Source: an optimization exercise on an open RTL-to-GDS flow (aim: small area and a short achievable clock period). Production flows keep margins and buffers that such runs may drop. Where RTL was checked, it was by simulation tests only, not by an equivalence proof against the original. Power is estimated from default activity; no workload was simulated.

== main ==
// FP_Adder
module FP_Adder
	#(
		parameter FP_SIZE = 32,
		parameter FRAC_SIZE = 23,
		parameter EXP_SIZE = 8
	)
	(
		input clk,
		input rst,
		input enable,
		input[FP_SIZE-1:0]  N1,
		input[FP_SIZE-1:0]  N2,
		input wire valid,
		output reg[FP_SIZE-1:0] result
	);
==> flow/config.mk <==
export PLATFORM = sky130hd
export DESIGN_NAME = FP_Adder
export DESIGN_NICKNAME = FP_Adder
export VERILOG_FILES = /design/flow/design.v
export SDC_FILE = /design/flow/constraint.sdc
export NUM_CORES = 4
export LEC_CHECK = 0
export CAP_MARGIN = 20
export CORE_MARGIN = 2
export CORE_UTILIZATION = 40
export SLEW_MARGIN = 20
==> flow/constraint.sdc <==
create_clock -name core_clock -period 16.0 [get_ports {clk}]
set_input_delay 3.2000 -clock core_clock [delete_from_list [all_inputs] [get_ports {clk}]]
set_output_delay 3.2000 -clock core_clock [all_outputs]
set_load 0.01 [all_outputs]
standard.sh (not shown) runs the stock make flow with config.mk's settings and CLKGATE_MAP_FILE= SYNTH_SCRIPT=/design/flow/synth_recipe.tcl, a recipe that flattens the netlist after the stock synthesis.
==> flow/flow/run.sh <==
#!/bin/bash
# Own layout flow: the standard synthesis, then ORFS's standard layout steps
# with timing repair aimed below the 16 ns clock (setup margin) and plain
# buffers on the ports.  Each step's full output goes to a log here.
set -uo pipefail
MARGIN=$(cat flow/margin.txt 2>/dev/null || echo 11.8)
bash standard.sh synth > synth.log 2>&1 || { tail -50 synth.log; exit 1; }
export SETUP_SLACK_MARGIN=$MARGIN
export BUFFER_PORTS_ARGS="-buffer_cell sky130_fd_sc_hd__buf_2"
bash standard.sh finish > layout.log 2>&1 || { tail -50 layout.log; exit 1; }
tail -5 layout.log
==> flow/flow/margin.txt <==
12.3
main completed; timing, DRC and antenna clean
Inputs modified between main and the feature branch:
==> flow/flow/margin.txt <==
11.8
Note that the non-clock buffer count recorded for main amounts to 1.3 times the value seen in the feature branch.
The final reports for the feature branch and main show internal power summed over all cells lower in the former.
In terms of portion of the clock cycle consumed by the worst path in the final layout, main and the feature branch differ only marginally.
Max logic gate share of total power across the feature branch and main: main
In the tables for the feature branch and main, routing usage on met3 reads higher with main.
Any difference in largest stage delay on the critical path between main and the feature branch is small enough to ignore.
The feature branch vs. main: power share of the sequential group saw an increase; final cell count without fillers saw a decrease.
No run of this note included a check of the RTL's function; only the layout flow was run.

The RTL this note starts from:
==> flow/design.v <==
`timescale 1ns / 1ps
module gen_register( clk, rst, data_in, data_out, write_en  );
	parameter WORD_SIZE = 32 ;
	input wire clk, rst, write_en;
	input wire [WORD_SIZE-1:0] data_in;
	output reg [WORD_SIZE-1:0] data_out;
always @ (posedge rst or posedge clk ) begin
	if ( rst ) begin
		data_out <= { WORD_SIZE {1'b0} };
	end else begin
		if(write_en)
			data_out <= data_in;
	end
end
endmodule
`timescale 1ns / 1ps
module fp_adder_stage1
	(
		input  wire [31:0] n1,
		input  wire [31:0] n2,
		output wire [7:0]  exp_a,
		output wire [23:0] sig_a,
		output wire [23:0] sig_b_sh,
		output wire        sign_a,
		output wire        sub
	);
	wire [7:0] e1 = n1[30:23];
	wire [7:0] e2 = n2[30:23];
	wire [23:0] m1 = {|e1, n1[22:0]};
	wire [23:0] m2 = {|e2, n2[22:0]};
	wire [8:0] d12 = {1'b0, e1} - {1'b0, e2};
	wire [7:0] d21 = e2 - e1;
	wire       swap = d12[8];              
	wire [7:0] sh = d12[7] ? d21 : d12[7:0];
	wire       big = sh[7] | sh[6] | sh[5] | (sh[4] & sh[3]);    
	assign exp_a  = swap ? e2 : e1;
	assign sig_a  = swap ? m2 : m1;
	assign sign_a = swap ? n2[31] : n1[31];
	assign sub    = n1[31] ^ n2[31];
	wire [23:0] sig_b = swap ? m1 : m2;
	wire [23:0] s0 = sh[4] ? {16'd0, sig_b[23:16]} : sig_b;
	wire [23:0] s1 = sh[3] ? {8'd0, s0[23:8]} : s0;
	wire [23:0] s2 = sh[2] ? {4'd0, s1[23:4]} : s1;
	wire [23:0] s3 = sh[1] ? {2'd0, s2[23:2]} : s2;
	wire [23:0] s4 = sh[0] ? {1'd0, s3[23:1]} : s3;
	assign sig_b_sh = big ? 24'd0 : s4;
endmodule
`timescale 1ns / 1ps
module fp_adder_stage2
	(
		input  wire [23:0] sig_a,
		input  wire [23:0] sig_b_sh,
		input  wire        sign_a,
		input  wire        sub,
		output wire [24:0] mag,
		output wire        sign
	);
	wire [23:0] b = sig_b_sh ^ {24{sub}};
	wire [23:0] g0 = sig_a & b;
	wire [23:0] p0 = sig_a ^ b;
	wire [24*6-1:0] g;
	wire [24*6-1:0] p;
	assign g[23:0] = g0;
	assign p[23:0] = p0;
	genvar k, i;
	generate
		for (k = 0; k < 5; k = k + 1) begin : lvl
			for (i = 0; i < 24; i = i + 1) begin : bt
				if ((i >> k) & 1) begin : node
					localparam integer J = ((i >> k) << k) - 1;
					assign g[24*(k+1)+i] = g[24*k+i] | (p[24*k+i] & g[24*k+J]);
					assign p[24*(k+1)+i] = p[24*k+i] & p[24*k+J];
				end else begin : pass
					assign g[24*(k+1)+i] = g[24*k+i];
					assign p[24*(k+1)+i] = p[24*k+i];
				end
			end
		end
	endgenerate
	wire [23:0] G = g[24*5 +: 24];
	wire [23:0] P = p[24*5 +: 24];
	wire cout  = G[23];
	wire force_ = sub & ~|sig_b_sh & sig_a[23];
	wire cin   = sub & cout & ~force_;
	wire [23:0] c = {G[22:0], 1'b0} | ({P[22:0], 1'b1} & {24{cin}});
	wire [23:0] s = p0 ^ c;
	wire inv = sub & ~cin;
	assign mag  = {~sub & cout, s ^ {24{inv}}};
	assign sign = sign_a ^ (sub & ~cout);
endmodule
`timescale 1ns / 1ps
module fp_adder_stage3
	(
		input  wire [24:0] mag,
		input  wire        sign,
		input  wire [7:0]  exp_a1,
		input  wire        live,
		output wire [31:0] result
	);
	wire [31:0] x = {mag, 7'd0};
	wire [15:0] v0;
	wire [15:0] c0;
	wire [7:0]  v1;
	wire [15:0] c1;
	wire [3:0]  v2;
	wire [11:0] c2;
	wire [1:0]  v3;
	wire [7:0]  c3;
	genvar j;
	generate
		for (j = 0; j < 16; j = j + 1) begin : l0
			assign v0[j] = x[2*j+1] | x[2*j];
			assign c0[j] = ~x[2*j+1];
		end
		for (j = 0; j < 8; j = j + 1) begin : l1
			assign v1[j] = v0[2*j+1] | v0[2*j];
			assign c1[2*j +: 2] = v0[2*j+1] ? {1'b0, c0[2*j+1]} : {1'b1, c0[2*j]};
		end
		for (j = 0; j < 4; j = j + 1) begin : l2
			assign v2[j] = v1[2*j+1] | v1[2*j];
			assign c2[3*j +: 3] = v1[2*j+1] ? {1'b0, c1[2*(2*j+1) +: 2]} : {1'b1, c1[2*(2*j) +: 2]};
		end
		for (j = 0; j < 2; j = j + 1) begin : l3
			assign v3[j] = v2[2*j+1] | v2[2*j];
			assign c3[4*j +: 4] = v2[2*j+1] ? {1'b0, c2[3*(2*j+1) +: 3]} : {1'b1, c2[3*(2*j) +: 3]};
		end
	endgenerate
	wire       nz = v3[1] | v3[0];
	wire [4:0] lz = v3[1] ? {1'b0, c3[7:4]} : {1'b1, c3[3:0]};
	wire [24:0] n1 = lz[4] ? {mag[8:0], 16'd0} : mag;
	wire [24:0] n2 = lz[3] ? {n1[16:0], 8'd0} : n1;
	wire [24:0] n3 = lz[2] ? {n2[20:0], 4'd0} : n2;
	wire [24:0] n4 = lz[1] ? {n3[22:0], 2'd0} : n3;
	wire [24:0] n5 = lz[0] ? {n4[23:0], 1'd0} : n4;
	wire [7:0] exp_r = exp_a1 - {3'd0, lz};
	wire kill = ~nz | ~live;
	assign result = kill ? 32'd0 : {sign, exp_r, n5[23:1]};
endmodule
`timescale 1ns / 1ps
module FP_Adder
	#(
		parameter FP_SIZE = 32,
		parameter FRAC_SIZE = 23,
		parameter EXP_SIZE = 8
	)
	(
		input clk,
		input rst,
		input enable,
		input[FP_SIZE-1:0]  N1,
		input[FP_SIZE-1:0]  N2,
		input wire valid,
		output reg[FP_SIZE-1:0] result
	);
	reg [31:0] r_n1;
	reg [31:0] r_n2;
	reg        r_valid;
	reg        r_en;
	always @(posedge clk) begin
		r_n1    <= N1;
		r_n2    <= N2;
		r_valid <= valid;
	end
	always @(posedge clk or posedge rst) begin
		if (rst) r_en <= 1'b0;
		else     r_en <= enable;
	end
	wire [7:0]  a_exp_d;
	wire [23:0] a_sig_d;
	wire [23:0] a_bsh_d;
	wire        a_sa_d, a_sub_d;
	fp_adder_stage1 stage_1 (
		.n1(r_n1), .n2(r_n2),
		.exp_a(a_exp_d), .sig_a(a_sig_d), .sig_b_sh(a_bsh_d),
		.sign_a(a_sa_d), .sub(a_sub_d));
	reg [7:0]  a_exp;
	reg [23:0] a_sig;
	reg [23:0] a_bsh;
	reg        a_sa, a_sub;
	reg        a_live;
	always @(posedge clk) begin
		if (r_en) begin
			a_exp <= a_exp_d;
			a_sig <= a_sig_d;
			a_bsh <= a_bsh_d;
			a_sa  <= a_sa_d;
			a_sub  <= a_sub_d;
		end
	end
	always @(posedge clk or posedge rst) begin
		if (rst)       a_live <= 1'b0;
		else if (r_en) a_live <= r_valid;
	end
	wire [24:0] b_mag_d;
	wire        b_sign_d;
	fp_adder_stage2 stage_2 (
		.sig_a(a_sig), .sig_b_sh(a_bsh), .sign_a(a_sa), .sub(a_sub),
		.mag(b_mag_d), .sign(b_sign_d));
	reg [24:0] b_mag;
	reg        b_sign;
	reg [7:0]  b_exp;       
	reg        b_live;
	always @(posedge clk) begin
		if (r_en) begin
			b_mag  <= b_mag_d;
			b_sign <= b_sign_d;
			b_exp  <= a_exp + 8'd1;
		end
	end
	always @(posedge clk or posedge rst) begin
		if (rst)       b_live <= 1'b0;
		else if (r_en) b_live <= a_live;
	end
	wire [31:0] c_result;
	fp_adder_stage3 stage3 (
		.mag(b_mag), .sign(b_sign), .exp_a1(b_exp), .live(b_live),
		.result(c_result));
	always @(posedge clk or posedge rst) begin
		if (rst)       result <= 'd0;
		else if (r_en) result <= c_result;
	end
endmodule
Settings: LEC_CHECK=0, CAP_MARGIN=20, CORE_MARGIN=2, CORE_UTILIZATION=65, CTS_BUF_LIST=sky130_fd_sc_hd__clkbuf_8, SLEW_MARGIN=20; clock period 16.0 ns.
==> flow/flow/run.sh <==
#!/bin/bash
# Own layout flow: the standard synthesis (standard.sh synth, unchanged),
# then ORFS's standard layout steps with
#  - timing repair aimed below the 16 ns clock (setup margin in margin.txt),
#  - resizing free to change cell footprints (drive strengths),
#  - plain buf_1 buffers (not delay cells) on all the ports.
# Each step's full output goes to a log file in this folder.
set -uo pipefail
MARGIN=$(cat flow/margin.txt 2>/dev/null || echo 11.9)
bash standard.sh synth > synth.log 2>&1 || { tail -50 synth.log; exit 1; }
bash standard.sh SETUP_SLACK_MARGIN=$MARGIN MATCH_CELL_FOOTPRINT=0 \
  "BUFFER_PORTS_ARGS=-buffer_cell sky130_fd_sc_hd__buf_1" finish > layout.log 2>&1 \
  || { tail -50 layout.log; exit 1; }
tail -5 layout.log
==> flow/flow/margin.txt <==
11.9
Then changed:
- CORE_UTILIZATION: 65 -> 80
The new run produced a clean layout.
Via count grows by about a fifth.
Clock power grows by a few percent.
Synthesized cell count does not change.
Design area grows slightly.
Register-to-register slack gets worse by 0.33 ns.
Synthesized area does not change.
Setup slack gets worse by 0.055 ns.
Non-clock buffer count grows by 11.
Wire length grows by a quarter to a third.

[separate check: timing with driven ports]
No port has a modelled driver above. Below, the same layouts with a new extraction and two added sets of constraints. Step 1 sets driving cells, clkbuf_16 on the clock port and buf_2 on the other inputs (assumed; they add their load-dependent delay and slew). Step 2 moves the port delays by t, midway between the first and last clock arrival at a register: inputs arrive t later, outputs are due t later. That takes back most of the time a late clock gives input paths. Slacks: ideal / step 1 / step 2; pairs: ideal / step 1.
| run | shift t [ns] | setup WS [ns] | worst data-port slew with drivers (ns) |
|---|---|---|---|
| main | 0.490 | 11.812 / 11.761 / 12.006 | 0.03 |
| the feature branch | 0.483 | 11.804 / 11.752 / 11.939 | 0.03 |
| the first run of note 2 | 0.506 | 11.773 / 11.733 / 12.050 | 0.03 |
| the second run of note 2 | 0.540 | 11.718 / 11.674 / 11.724 | 0.05 |
After both steps setup and hold are still met in every run listed.
